Context: an optimization exercise on an open-source flow, tuned for small area, a short achievable clock period and few clock cycles. The choices shown serve that exercise and are no tape-out recipe.
No functional check of the RTL was part of any run shown here.
Power figures rest on the tool's default switching activity, not on a simulated workload.

==> flow/config.mk <==
export PLATFORM = sky130hd
export DESIGN_NAME = chip8_cpu
export DESIGN_NICKNAME = chip8_cpu
export VERILOG_FILES = /design/flow/design.v
export SDC_FILE = /design/flow/constraint.sdc
export NUM_CORES = 4
export LEC_CHECK = 0
export CAP_MARGIN = 20
export CORE_MARGIN = 2
export CORE_UTILIZATION = 60
export SLEW_MARGIN = 20
==> flow/constraint.sdc <==
create_clock -name core_clock -period 12.0 [get_ports {clk}]
set_input_delay 2.4000 -clock core_clock [delete_from_list [all_inputs] [get_ports {clk}]]
set_output_delay 2.4000 -clock core_clock [all_outputs]
set_load 0.01 [all_outputs]
==> flow/design.v <==
`timescale 1ns / 1ps
module chip8_cpu (
    input wire clk,
    input wire reset,
    input wire [7:0] mem_data_in,
    input wire [15:0] key_pressed,
    output wire mem_read,
    output reg [11:0] mem_addr_out,
    output reg [7:0] mem_data_out,
    output reg mem_write
);
    reg        q_hi, q_lo, q_ld;
    reg        t_hi, t_lo, t_ld;
    reg        m_st, m_ld, m_bcd, m_key, m_res;
    reg [3:0]  i;            
    reg [3:0]  mx;           
    reg [11:0] pcs;          
    reg [7:0]  ir_hi, ir_lo;
    reg        ev;           
    reg [11:0] I;
    reg [7:0]  V[0:15];
    reg [11:0] stack[0:15];
    reg [3:0]  sp;
    reg [7:0]  delay_timer, sound_timer;
    reg [20:0] one_hz;       
    reg [15:0] lfsr;
    wire       dcy = t_lo;               
    wire [7:0] din = mem_data_in;
    wire       stream = !(m_st || m_ld || m_bcd || m_key || m_res);
    assign mem_read = !mem_write;        
    wire [7:0] vx = V[ir_hi[3:0]];
    wire [7:0] vy = V[m_st ? i : din[7:4]];
    reg  [7:0] opx, opy;
    always @(posedge clk) begin
        opx <= vx;
        opy <= vy;
    end
    reg  [3:0] key_idx;
    integer    k;
    always @(*) begin
        key_idx = 4'd0;
        for (k = 15; k >= 0; k = k - 1)
            if (key_pressed[k]) key_idx = k[3:0];
    end
    wire any_key = |key_pressed;
    wire [1:0] bcd_h = (vx >= 8'd200) ? 2'd2 : (vx >= 8'd100) ? 2'd1 : 2'd0;
    reg [19:0] dd;
    integer    b;
    always @(*) begin
        dd = {12'd0, opx};
        for (b = 0; b < 8; b = b + 1) begin
            if (dd[11:8]  >= 4'd5) dd[11:8]  = dd[11:8]  + 4'd3;
            if (dd[15:12] >= 4'd5) dd[15:12] = dd[15:12] + 4'd3;
            dd = dd << 1;
        end
    end
    wire [3:0] bcd_t = dd[15:12];
    wire [3:0] bcd_o = dd[11:8];
    wire [3:0]  dop   = ir_hi[7:4];
    wire        d_jmp = (dop == 4'h1) || (dop == 4'h2);
    wire        d_ret = (ir_hi == 8'h00) && (din == 8'hEE);
    wire        eq_nn = (vx == din);
    wire        key_x = key_pressed[vx[3:0]];
    reg         d_skip;
    always @(*) begin
        case (dop)
            4'h3: d_skip = eq_nn;
            4'h4: d_skip = !eq_nn;
            4'hE: d_skip = ((din == 8'h9E) && key_x) || ((din == 8'hA1) && !key_x);
            default: d_skip = 1'b0;
        endcase
    end
    wire d_f     = (dop == 4'hF);
    wire d_st    = d_f && (din == 8'h55);
    wire d_ld    = d_f && (din == 8'h65);
    wire d_bcd   = d_f && (din == 8'h33);
    wire d_key   = d_f && (din == 8'h0A);
    wire d_mem   = d_st || d_ld || d_bcd || d_key;
    wire d_redir = d_jmp || d_ret || d_skip;
    wire x_zero  = (ir_hi[3:0] == 4'd0);
    reg [11:0] target;
    always @(*) begin
        if (d_jmp)      target = {ir_hi[3:0], din};
        else if (d_ret) target = stack[sp - 4'd1];
        else            target = mem_addr_out + 12'd2;     
    end
    wire       d8     = (dop == 4'h8);
    reg        c_sub_xy, c_sub_yx, c_nn, c_flag;
    always @(posedge clk) begin
        c_sub_xy <= d8 && (din[3:0] == 4'h5);
        c_sub_yx <= d8 && (din[3:0] == 4'h7);
        c_nn     <= (dop == 4'h7);
        c_flag   <= dcy && d8 && (din[3:0] == 4'h4 || din[3:0] == 4'h5 || din[3:0] == 4'h6 ||
                                  din[3:0] == 4'h7 || din[3:0] == 4'hE);
    end
    wire [3:0] eop = ir_hi[7:4];
    wire [3:0] en  = ir_lo[3:0];
    wire [7:0] nn  = ir_lo;
    wire [7:0] a_op = c_sub_yx ? ~opx : opx;
    wire [7:0] b_op = c_nn ? nn : c_sub_xy ? ~opy : opy;
    wire [8:0] sum  = {1'b0, a_op} + {1'b0, b_op} + {8'd0, c_sub_xy | c_sub_yx};
    wire       e_bnn  = ev && (eop == 4'hB);
    wire       e_skip = ev && (((eop == 4'h5) && (opx == opy)) || ((eop == 4'h9) && (opx != opy)));
    reg        e_we, e_wf;
    reg [7:0]  e_wd;
    reg        e_f;
    always @(*) begin
        e_we = 1'b0; e_wf = c_flag; e_wd = 8'd0; e_f = 1'b0;
        if (ev) begin
            case (eop)
                4'h6: begin e_we = 1'b1; e_wd = nn; end
                4'h7: begin e_we = 1'b1; e_wd = sum[7:0]; end
                4'h8: case (en)
                    4'h0: begin e_we = 1'b1; e_wd = opy; end
                    4'h1: begin e_we = 1'b1; e_wd = opx | opy; end
                    4'h2: begin e_we = 1'b1; e_wd = opx & opy; end
                    4'h3: begin e_we = 1'b1; e_wd = opx ^ opy; end
                    4'h4, 4'h5, 4'h7: begin e_we = 1'b1; e_wd = sum[7:0]; e_f = sum[8]; end
                    4'h6: begin e_we = 1'b1; e_wd = {1'b0, opx[7:1]}; e_f = opx[0]; end
                    4'hE: begin e_we = 1'b1; e_wd = {opx[6:0], 1'b0}; e_f = opx[7]; end
                    default: ;
                endcase
                4'hC: begin e_we = 1'b1; e_wd = nn & lfsr[7:0]; end
                4'hF: if (nn == 8'h07) begin e_we = 1'b1; e_wd = delay_timer; end
                default: ;
            endcase
        end
    end
    reg        w_en;
    reg [3:0]  w_idx;
    reg [7:0]  w_dat;
    always @(*) begin
        if (t_ld) begin
            w_en = 1'b1; w_idx = i - 4'd2; w_dat = din;
        end else if (m_key) begin
            w_en = any_key; w_idx = mx; w_dat = {4'd0, key_idx};
        end else begin
            w_en = e_we; w_idx = ir_hi[3:0]; w_dat = e_wd;
        end
    end
    integer r;
    always @(posedge clk) begin
        for (r = 0; r < 16; r = r + 1)
            if (r == 15 && e_wf)
                V[r] <= {7'd0, e_f};
            else if (w_en && w_idx == r[3:0])
                V[r] <= w_dat;
        if (dcy && dop == 4'h2)
            stack[sp] <= mem_addr_out;
    end
    always @(posedge clk) begin
        if (t_hi) ir_hi <= din;
        if (dcy) begin
            ir_lo <= din;
            mx <= ir_hi[3:0];
            pcs <= mem_addr_out + 12'd1;
            mem_data_out <= din[6] ? V[0] : {6'd0, bcd_h};    
        end else if (m_st) begin
            mem_data_out <= vy;
        end else if (m_bcd) begin
            mem_data_out <= {4'd0, i[0] ? bcd_t : bcd_o};
        end
        if (dcy)
            i <= 4'd1;
        else if (m_st || m_ld || m_bcd || m_res)
            i <= i + 4'd1;
    end
    always @(posedge clk or posedge reset) begin
        if (reset) begin
            mem_addr_out <= 12'h200;
            mem_write <= 1'b0;
            q_hi <= 1'b1; q_lo <= 1'b0; q_ld <= 1'b0;
            t_hi <= 1'b0; t_lo <= 1'b0; t_ld <= 1'b0;
            m_st <= 1'b0; m_ld <= 1'b0; m_bcd <= 1'b0; m_key <= 1'b0; m_res <= 1'b0;
            ev <= 1'b0;
            I <= 12'd0;
            sp <= 4'd0;
            delay_timer <= 8'd0;
            sound_timer <= 8'd0;
            one_hz <= 21'h1FFFFF;
            lfsr <= 16'hACE1;
        end else begin
            if (one_hz == 21'h0E2A3E) begin
                one_hz <= 21'h1FFFFF;
                if (delay_timer != 8'd0) delay_timer <= delay_timer - 8'd1;
                if (sound_timer != 8'd0) sound_timer <= sound_timer - 8'd1;
            end else begin
                one_hz <= {one_hz[19:0], one_hz[20] ^ one_hz[18]};
            end
            ev <= dcy;
            t_hi <= q_hi && !(dcy && d_redir);
            t_lo <= q_lo && !e_skip && !e_bnn;
            t_ld <= q_ld;
            mem_write <= 1'b0;
            q_ld <= 1'b0;
            if (stream) begin
                mem_addr_out <= mem_addr_out + 12'd1;
                q_hi <= q_lo;
                q_lo <= q_hi;
                if (dcy) begin
                    if (d_redir) begin
                        mem_addr_out <= target;
                        q_hi <= 1'b1;
                        q_lo <= 1'b0;
                    end else if (d_mem) begin
                        mem_addr_out <= I;
                        q_hi <= 1'b0;
                        q_lo <= 1'b0;
                        q_ld <= d_ld;
                        mem_write <= d_st || d_bcd;
                        m_st <= d_st && !x_zero;
                        m_ld <= d_ld && !x_zero;
                        m_bcd <= d_bcd;
                        m_key <= d_key;
                        m_res <= (d_st || d_ld) && x_zero;
                    end
                    if (dop == 4'h2) sp <= sp + 4'd1;
                    if (d_ret) sp <= sp - 4'd1;
                end
                if (e_bnn) begin
                    mem_addr_out <= {ir_hi[3:0], ir_lo} + {4'd0, V[0]};
                    q_hi <= 1'b1;
                    q_lo <= 1'b0;
                end
            end else begin
                if (m_st || m_ld || m_bcd)
                    mem_addr_out <= mem_addr_out + 12'd1;
                if (m_st || m_bcd)
                    mem_write <= 1'b1;
                if (m_ld)
                    q_ld <= 1'b1;
                if ((m_st || m_ld) && i == mx) begin
                    m_st <= 1'b0;
                    m_ld <= 1'b0;
                    m_res <= 1'b1;
                end
                if (m_bcd && i[1]) begin
                    m_bcd <= 1'b0;
                    m_res <= 1'b1;
                end
                if (m_res || (m_key && any_key)) begin
                    mem_addr_out <= pcs;
                    q_lo <= 1'b1;
                    m_res <= 1'b0;
                    m_key <= 1'b0;
                end
            end
            if (ev) begin
                case (eop)
                    4'hA: I <= {ir_hi[3:0], ir_lo};
                    4'hC: lfsr <= {lfsr[14:0], lfsr[15] ^ lfsr[13] ^ lfsr[12] ^ lfsr[10]};
                    4'hF: case (nn)
                        8'h15: delay_timer <= opx;
                        8'h18: sound_timer <= opx;
                        8'h1E: I <= I + {4'd0, opx};
                        8'h29: I <= {6'd0, opx[3:0], 2'd0} + {8'd0, opx[3:0]};
                        default: ;
                    endcase
                    default: ;
                endcase
            end
        end
    end
endmodule
==> flow/flow/run.sh <==
#!/bin/bash
set -euo pipefail
export SETUP_SLACK_MARGIN=8.5
bash standard.sh > standard_make.log 2>&1
==> flow/standard.sh <==
#!/bin/bash
# synth_recipe.tcl (not shown) runs the flow's synth.tcl, then flattens the netlist and writes it again
# the make line also repeats each setting of config.mk as NAME=value (left out here)
make -C /OpenROAD-flow-scripts/flow DESIGN_CONFIG=/design/flow/config.mk WORK_HOME=/design/flow/orfs CLKGATE_MAP_FILE= SYNTH_SCRIPT=/design/flow/synth_recipe.tcl "${@:-finish}"
==> qor.yml, run 1 <==
routed_via_density: 6.93
seqPwrFrac_pct: 27.5
hold_depth: 0
diodes: 0
clock_sink_count: 470
drt-total-wl_um: 85100
whs_endpoint: "t_ld"
first_pass_iters: 6
seq_area_frac_synth_pct: 54.1
yosysWarnings: 2
die_h_um: 207
max_freq_mhz: 226
synth_area_leaders: "edfxtp_1, dfrtp_1, mux4_2"
wl_per_cell_um: 29.5
antenna_found_initial: 1
fin_tns_setup_ns: 0
place.detailed.hpwl_um: 52100
drive_gt1_share_pct: 31.0
slew_viol_final: 0
grt_pass1_wl_um: 122000
fin_skew_ns: 0.0338
core_area_sq_mm: 0.0408
ff2ff_path_depth: 24
fp.dieW_um: 207
p_comb_share_pct: 54.3
numPortBuffers: 47
cts_tree: "built"
fin_crit_ns: 4.43
synth_cell_types: 98
maxCapViolations: 0
switching_share_pct: 40.9
crit_arrival_ns: 4.86
rsz0062_at_grt: "true"
avgSynthCellArea_sq_um: 11.8
synth_async_sr_flop_share_pct: 18.3
cts_max_path_buffers: 3
via_count: 19979
path_max_fanout: 4
synth_edf_count: 353
cellLeakagePower_nw: 11.4
ios: 48
placementRows: 74
setup_viol: 0
period_share_pct: 36.9
r2r_end: "mem_data_out[1]"
holdBufCountCts: 0
drt_iter0_drc: 3243
min_path_type: "reg2reg"
final-hold-violation-count: 0
min_from: "q_ld"
grtUsageTotal_pct: 38.1
regToRegSetupSlack_ns: 7.57
slew_headroom_pct: 17.0
required_ns: 12.42
grt_max_degree: 60
cts_buffers: 50
syn2layout_area_growth_pct: 25.8
end_kind: "flop"
p_per_area_mw_per_mm2: 263
p_clk_share_pct: 18.2
synth_top_area_share_pct: 42.8
drc: 0
status: "timing/DRC/antenna clean"
p_int_mw: 4.85
cts_root_buffer: "clkbuf_16"
tightest_slew_ns: 1.24
start_kind: "flop"
reg2reg_from: "opx[6]"
synth.largest_area_cell: "edfxtp_1"
clock_latency_ns: 0.61
synth_nets: 2188
startpoint: "opx[6]"
start_util_pct: 60.7
peakVddDrop_uv: 676
grt_pass1_vias: 18635
syn_area_sq_mm: 0.0248
synthCells: 2095
antenna_left: 0
ys.flop_type: "edfxtp_1"
crit_type: "reg2reg"
synth-seq-cells: 470
layout_commonest_cell: "edfxtp_1"
dieArea_sq_mm: 0.0429
switching_power_mw: 3.35
layout.nets: 2405
overflow: 0
htree_num_levels: 2
total_power_mw: 8.20
gp_congestion: 0.962
clkSlewWorstSetupHoldPaths_ns: 0.07
final_cell_mix: "edfxtp_1, buf_4, nand2_1, nor2_1, a21oi_1"
==> stage by stage <==
step / hold slack, ns / utilization, % / setup WS (ns) / cells / area (sq um)
3_3_place_gp: 0.335 / 64.5 / 6.27 / 2591 / 26300
5_1_grt: 0.357 / 76.3 / 7.38 / 2884 / 31200
4_1_cts: 0.352 / 73.6 / 7.65 / 2819 / 30000
6_report: 0.353 / 76.3 / 7.57 / 2884 / 31200
2_1_floorplan: 0.331 / - / 7.61 / 2095 / 25500
3_5_place_dp: 0.347 / 64.5 / 6.22 / 2591 / 26400
==> routing by layer <==
metal  track usage (%)  share of wire, %  vias up
met2              58.9                45     1476
li1                  -                 -     8460
met4              16.7               5.8        2
met5                 0            0.0094        -
met3              7.38                11      339
met1              53.1                38     9702
==> critical path, cell delays in order (launching register included) <==
cell and delay [ns]:
dfxtp_4 0.39, inv_4 0.05, ha_4 0.16, o21ai_4 0.13
xnor2_2 0.12, ha_1 0.18, nand2b_1 0.16, a32oi_2 0.27
xnor2_2 0.18, inv_2 0.13, buf_6 0.15, a21oi_4 0.18
mux2i_4 0.28, inv_1 0.07, nand2_2 0.08, ha_4 0.15
a21oi_4 0.05, xor2_2 0.21, ha_1 0.20, nand2b_1 0.15
a21boi_2 0.17, xnor2_1 0.14, nor2_1 0.07, a311o_1 0.41
a22oi_1 0.19
==> final cells by class <==
type	count	area, sq um
multi-input cells	1420	12000
repair buffers	290	3160
inverters	79	335
well taps	532	666
flip-flops and latches	470	13400
clock inverters	27	203
fillers	2504	9670
repair inverters	1	5.00
clock buffers	65	1360
==> Yosys cell counts, types with 33 or more instances <==
master / number
a21oi_1: 103
a22oi_1: 49
clkbuf_1: 84
dfrtp_1: 55
edfxtp_1: 353
ha_1: 62
inv_1: 77
mux2_2: 33
mux2i_1: 58
mux4_2: 55
nand2_1: 148
nand3_1: 41
nor2_1: 166
nor2b_1: 34
nor3_1: 41
o21ai_0: 98
xnor2_1: 58
xor2_1: 39
==> worst max-delay path by stage <==
stage | to
after floorplan | mem_addr_out[10]
after global placement | mem_data_out[1]
after detailed placement | mem_data_out[0]
after CTS | mem_data_out[1]
after global routing | mem_data_out[2]
final | mem_data_out[1]
==> what timing repair did <==
| item | 4_1_cts | 5_1_grt |
|---|---|---|
| pin swaps | 77 | 81 |
| resized for setup | 448 | 114 |
| cloned | 9 | 9 |
| buffers inserted | 127 | 55 |
| endpoints found under the setup margin | 361 | 340 |
==> power by group through the flow <==
stage	sequential (mW)	clock [mW]	combinational, mW
6_report	2.26	1.49	4.45
5_1_grt	2.27	1.57	4.70
4_1_cts	2.25	1.50	3.93
3_5_place_dp	2.28	0	3.24
3_3_place_gp	2.28	0	3.16
2_1_floorplan	2.21	0	2.33
==> kinds of logic after synthesis <==
| logic type | count (synthesis) | synth area share, % |
|---|---|---|
| flip-flops | 470 | 54.1 |
| buffers and inverters | 208 | 3.57 |
| XOR/XNOR | 97 | 3.43 |
| adder cells (fa/ha/maj) | 67 | 3.54 |
| AO/OA/AOI/OAI | 530 | 14.9 |
| multiplexers | 150 | 9.05 |
| AND/OR/NAND/NOR | 573 | 11.4 |
==> state kept, by name, indices dropped and copies added (netlist names), 8 cells and up <==
register      count
ir_lo             8
opy               8
ir_hi             8
opx               8
mem_data_out      8
one_hz           21
V               128
I                12
mem_addr_out     12
stack           192
pcs              12
delay_timer       8
lfsr             16
==> run 2: changes to the inputs <==
==> flow/flow/run.sh (replaced) <==
#!/bin/bash
set -euo pipefail
export SETUP_SLACK_MARGIN=7
bash standard.sh > standard_make.log 2>&1
==> run 2 against run 1 <==
Net effect: core utilization shrank 8.4 points; power shrank 13%; register-to-register slack lost 0.46 ns; wire length shrank 10%; critical path depth shrank 13; final cell count shrank 6.2%; die area is the same; synthesized area is the same; clock skew shrank 0.0066 ns.
==> qor.yml, run 2 <==
nFillCells: 2940  # +17%
path_max_fanout: 12  # +8
drive_gt1_share_pct: 15.4  # -16 points
grt_pass1_wl_um: 114000  # -6.7%
crit_arrival_ns: 5.26  # +0.40 ns
gp_congestion: 0.949  # -1.4%
peakVddDrop_uv: 204  # -70%
cts_tree: "built"
slew_headroom_pct: 21.5  # +4.5 points
clock_sink_count: 470  # unchanged
synthTopCellsByCount: "edfxtp_1, nor2_1, nand2_1, a21oi_1, o21ai_0"
reg2reg_from: "ir_hi[0]"
tightest_slew_ns: 1.17  # -0.0759 ns
regToRegSetupSlack_ns: 7.11  # -0.46 ns
startpoint: "mem_data_in[5]"
r2r_end: "mem_addr_out[4]"
p_per_area_mw_per_mm2: 258  # -1.8%
maxCapViolations: 0  # unchanged
die_h_um: 207  # unchanged
slew_viol_final: 0  # unchanged
synth_most_common_cell: "edfxtp_1"
largest_reg_flops: 192  # unchanged
clkSlewWorstSetupHoldPaths_ns: 0.06  # about the same
fin_skew_ns: 0.0272  # -0.00664 ns
top_register: "stack"
drt_iter0_drc: 2326  # -28%
synth_nets: 2188  # unchanged
start_util_pct: 60.7  # unchanged
antenna_left: 0  # unchanged
max_freq_mhz: 202  # -11%
synth_area_leaders: "edfxtp_1, dfrtp_1, mux4_2"
drc: 0  # unchanged
first_pass_iters: 6  # unchanged
fin_ws_ns: 7.05  # -0.522 ns
synthCells: 2095  # unchanged
grt_pass1_vias: 17938  # -3.7%
synth_cell_types: 98  # unchanged
required_ns: 12.31  # -0.11 ns
cts_buffers: 49  # -2.0%
drt-total-wl_um: 76200  # -10%
utilization_pct: 67.9  # -8.4 points
avgSynthCellArea_sq_um: 11.8  # unchanged
synth_edf_count: 353  # unchanged
cellLeakagePower_nw: 9.98  # -13%
clock_latency_ns: 0.62  # about the same
numPortBuffers: 47  # unchanged
ys.flop_type: "edfxtp_1"
pre_cts_ws_ns: 6.25  # +0.0371 ns
syn2layout_area_growth_pct: 11.9
cts_max_path_buffers: 3  # unchanged
layout.nets: 2224  # -7.5%
htree_num_levels: 2  # unchanged
seq_area_frac_synth_pct: 54.1  # unchanged
cts_root_buffer: "clkbuf_16"
total_power_mw: 7.16  # -13%
fin_crit_ns: 4.95  # +0.522 ns
via_count: 18642  # -6.7%
start_kind: "input port"
crit_type: "in2reg"
routed_via_density: 6.89  # -0.48%
synth_top_area_share_pct: 42.8  # unchanged
place.detailed.hpwl_um: 51800  # -0.62%
synth.largest_area_cell: "edfxtp_1"
antenna_found_initial: 0  # -1
synth-seq-cells: 470  # unchanged
synth_async_sr_flop_share_pct: 18.3  # unchanged
placementRows: 74  # unchanged
yosysWarnings: 2  # unchanged
period_share_pct: 41.3  # +4.3 points
grt_max_degree: 68  # +13%
dieArea_sq_mm: 0.0429  # unchanged
fp.dieW_um: 207  # unchanged
status: "timing/DRC/antenna clean"
ff2ff_path_depth: 14  # -42%
ios: 48  # unchanged
core_area_sq_mm: 0.0408  # unchanged
setup_viol: 0  # unchanged
endpoint: "mem_data_out[1]"
fin_tns_setup_ns: 0  # unchanged
reg.largest.list: "stack x192, V x128, one_hz x21"
rsz0062_at_grt: "true"
end_kind: "flop"
grtUsageTotal_pct: 35.0  # -3.1 points
layout_commonest_cell: "edfxtp_1"
wl_per_cell_um: 28.2  # -4.4%
final_cell_mix: "edfxtp_1, nand2_1, nor2_1, a21oi_1, o21ai_0"
holdBufCountCts: 0  # unchanged
syn_area_sq_mm: 0.0248  # unchanged
min_path_type: "reg2reg"
overflow: 0  # unchanged
diodes: 0  # unchanged
final-hold-violation-count: 0  # unchanged
## run 2: cell counts after synthesis
No cell type changed its count.
## run 2: logic make-up (layout without fill, tap and decap cells)
| kind of cell | Yosys count | in the layout | share of synthesized area (%) |
|---|---|---|---|
| flip-flops | 470 | 470 | 54.1 |
| buffers and inverters | 208 | 285 | 3.57 |
| AO/OA/AOI/OAI | 530 | 530 | 14.9 |
| adder cells (fa/ha/maj) | 67 | 67 | 3.54 |
| XOR/XNOR | 97 | 97 | 3.43 |
| multiplexers | 150 | 150 | 9.05 |
| AND/OR/NAND/NOR | 573 | 573 | 11.4 |
## run 2: layout make-up
type,instances,area [sq um],area share (%)
flip-flops and latches,470,13400,48.4
multi-input cells,1417,10700,38.5
clock buffers,63,1290,4.65
repair buffers,114,1010,3.66
well taps,532,666,2.40
clock inverters,29,363,1.31
inverters,79,302,1.09
## run 2: per-layer routing
layer	part of all wire (%)	GRT usage, %
met2	45	52.6
met1	40	49.9
met3	11	7.23
met5	0	0
met4	4.4	14.8
## run 2: metrics by stage
stage	hold slack, ns	area, sq um	cells
4_1_cts	0.352	27600	2699
6_report	0.353	27700	2704
3_3_place_gp	0.335	25800	2599
2_1_floorplan	0.331	24800	2095
3_5_place_dp	0.337	25800	2602
5_1_grt	0.359	27700	2704
## run 2: worst min-delay path by stage
stage,to,cells after the start,startpoint
after floorplan,t_ld,0,q_ld
after global placement,t_ld,0,q_ld
after detailed placement,t_ld,0,q_ld
after CTS,t_ld,0,q_ld
after global routing,t_ld,0,q_ld
final,t_ld,0,q_ld
## run 2: what timing repair did
item | CTS | global route
buffers inserted | 5 | 5
gates resized for setup | 14 | 37
pin swaps | 2 | 5
setup endpoints to repair | 36 | 117
## run 2: worst max-delay path, cell delays in order
cell and delay (ns):
dlygate4sd2_1 0.42, nand2b_1 0.27, nor2_1 0.06, a31oi_1 0.48
nor2_1 0.37, a22o_1 0.32, a221oi_1 0.23, nand4_1 0.14
o22a_1 0.28, a21oi_1 0.17, a22oi_1 0.11
## run 2: where the power goes
part           total [mW]  internal (mW)  switching [mW]
logic                3.35           1.36            1.99
registers            2.24           2.02           0.217
clock network        1.57          0.915           0.660
total                7.16           4.30            2.87

static timing again, ports no longer ideal:
No port has a modelled driver above. Below, the same layouts with a new extraction and two added sets of constraints. Step 1, drivers: a clkbuf_16 drives clk and a buf_2 each remaining input, both assumed. Step 2 times the ports against the registers' clock, not the clock port: input delays grow and output delays shrink by t, the midpoint of the rising clock arrivals with the driver on. Three values: ideal, step 1, step 2; two values: the first two.
run	t (ns)	setup WS [ns]	hold slack, ns	worst setup path at the end	worst data-port slew with drivers (ns)
run 1	0.653	7.568 / 7.568 / 7.201	0.353 / 0.353 / 0.353	input to register	0.12
run 2	0.669	7.046 / 7.062 / 6.393	0.353 / 0.353 / 0.353	input to register	0.06
After both steps setup and hold are still met in every run listed. For run 2, which loses most, drivers alone change the setup slack by +0.016 ns; drivers and shift together by -0.653 ns.
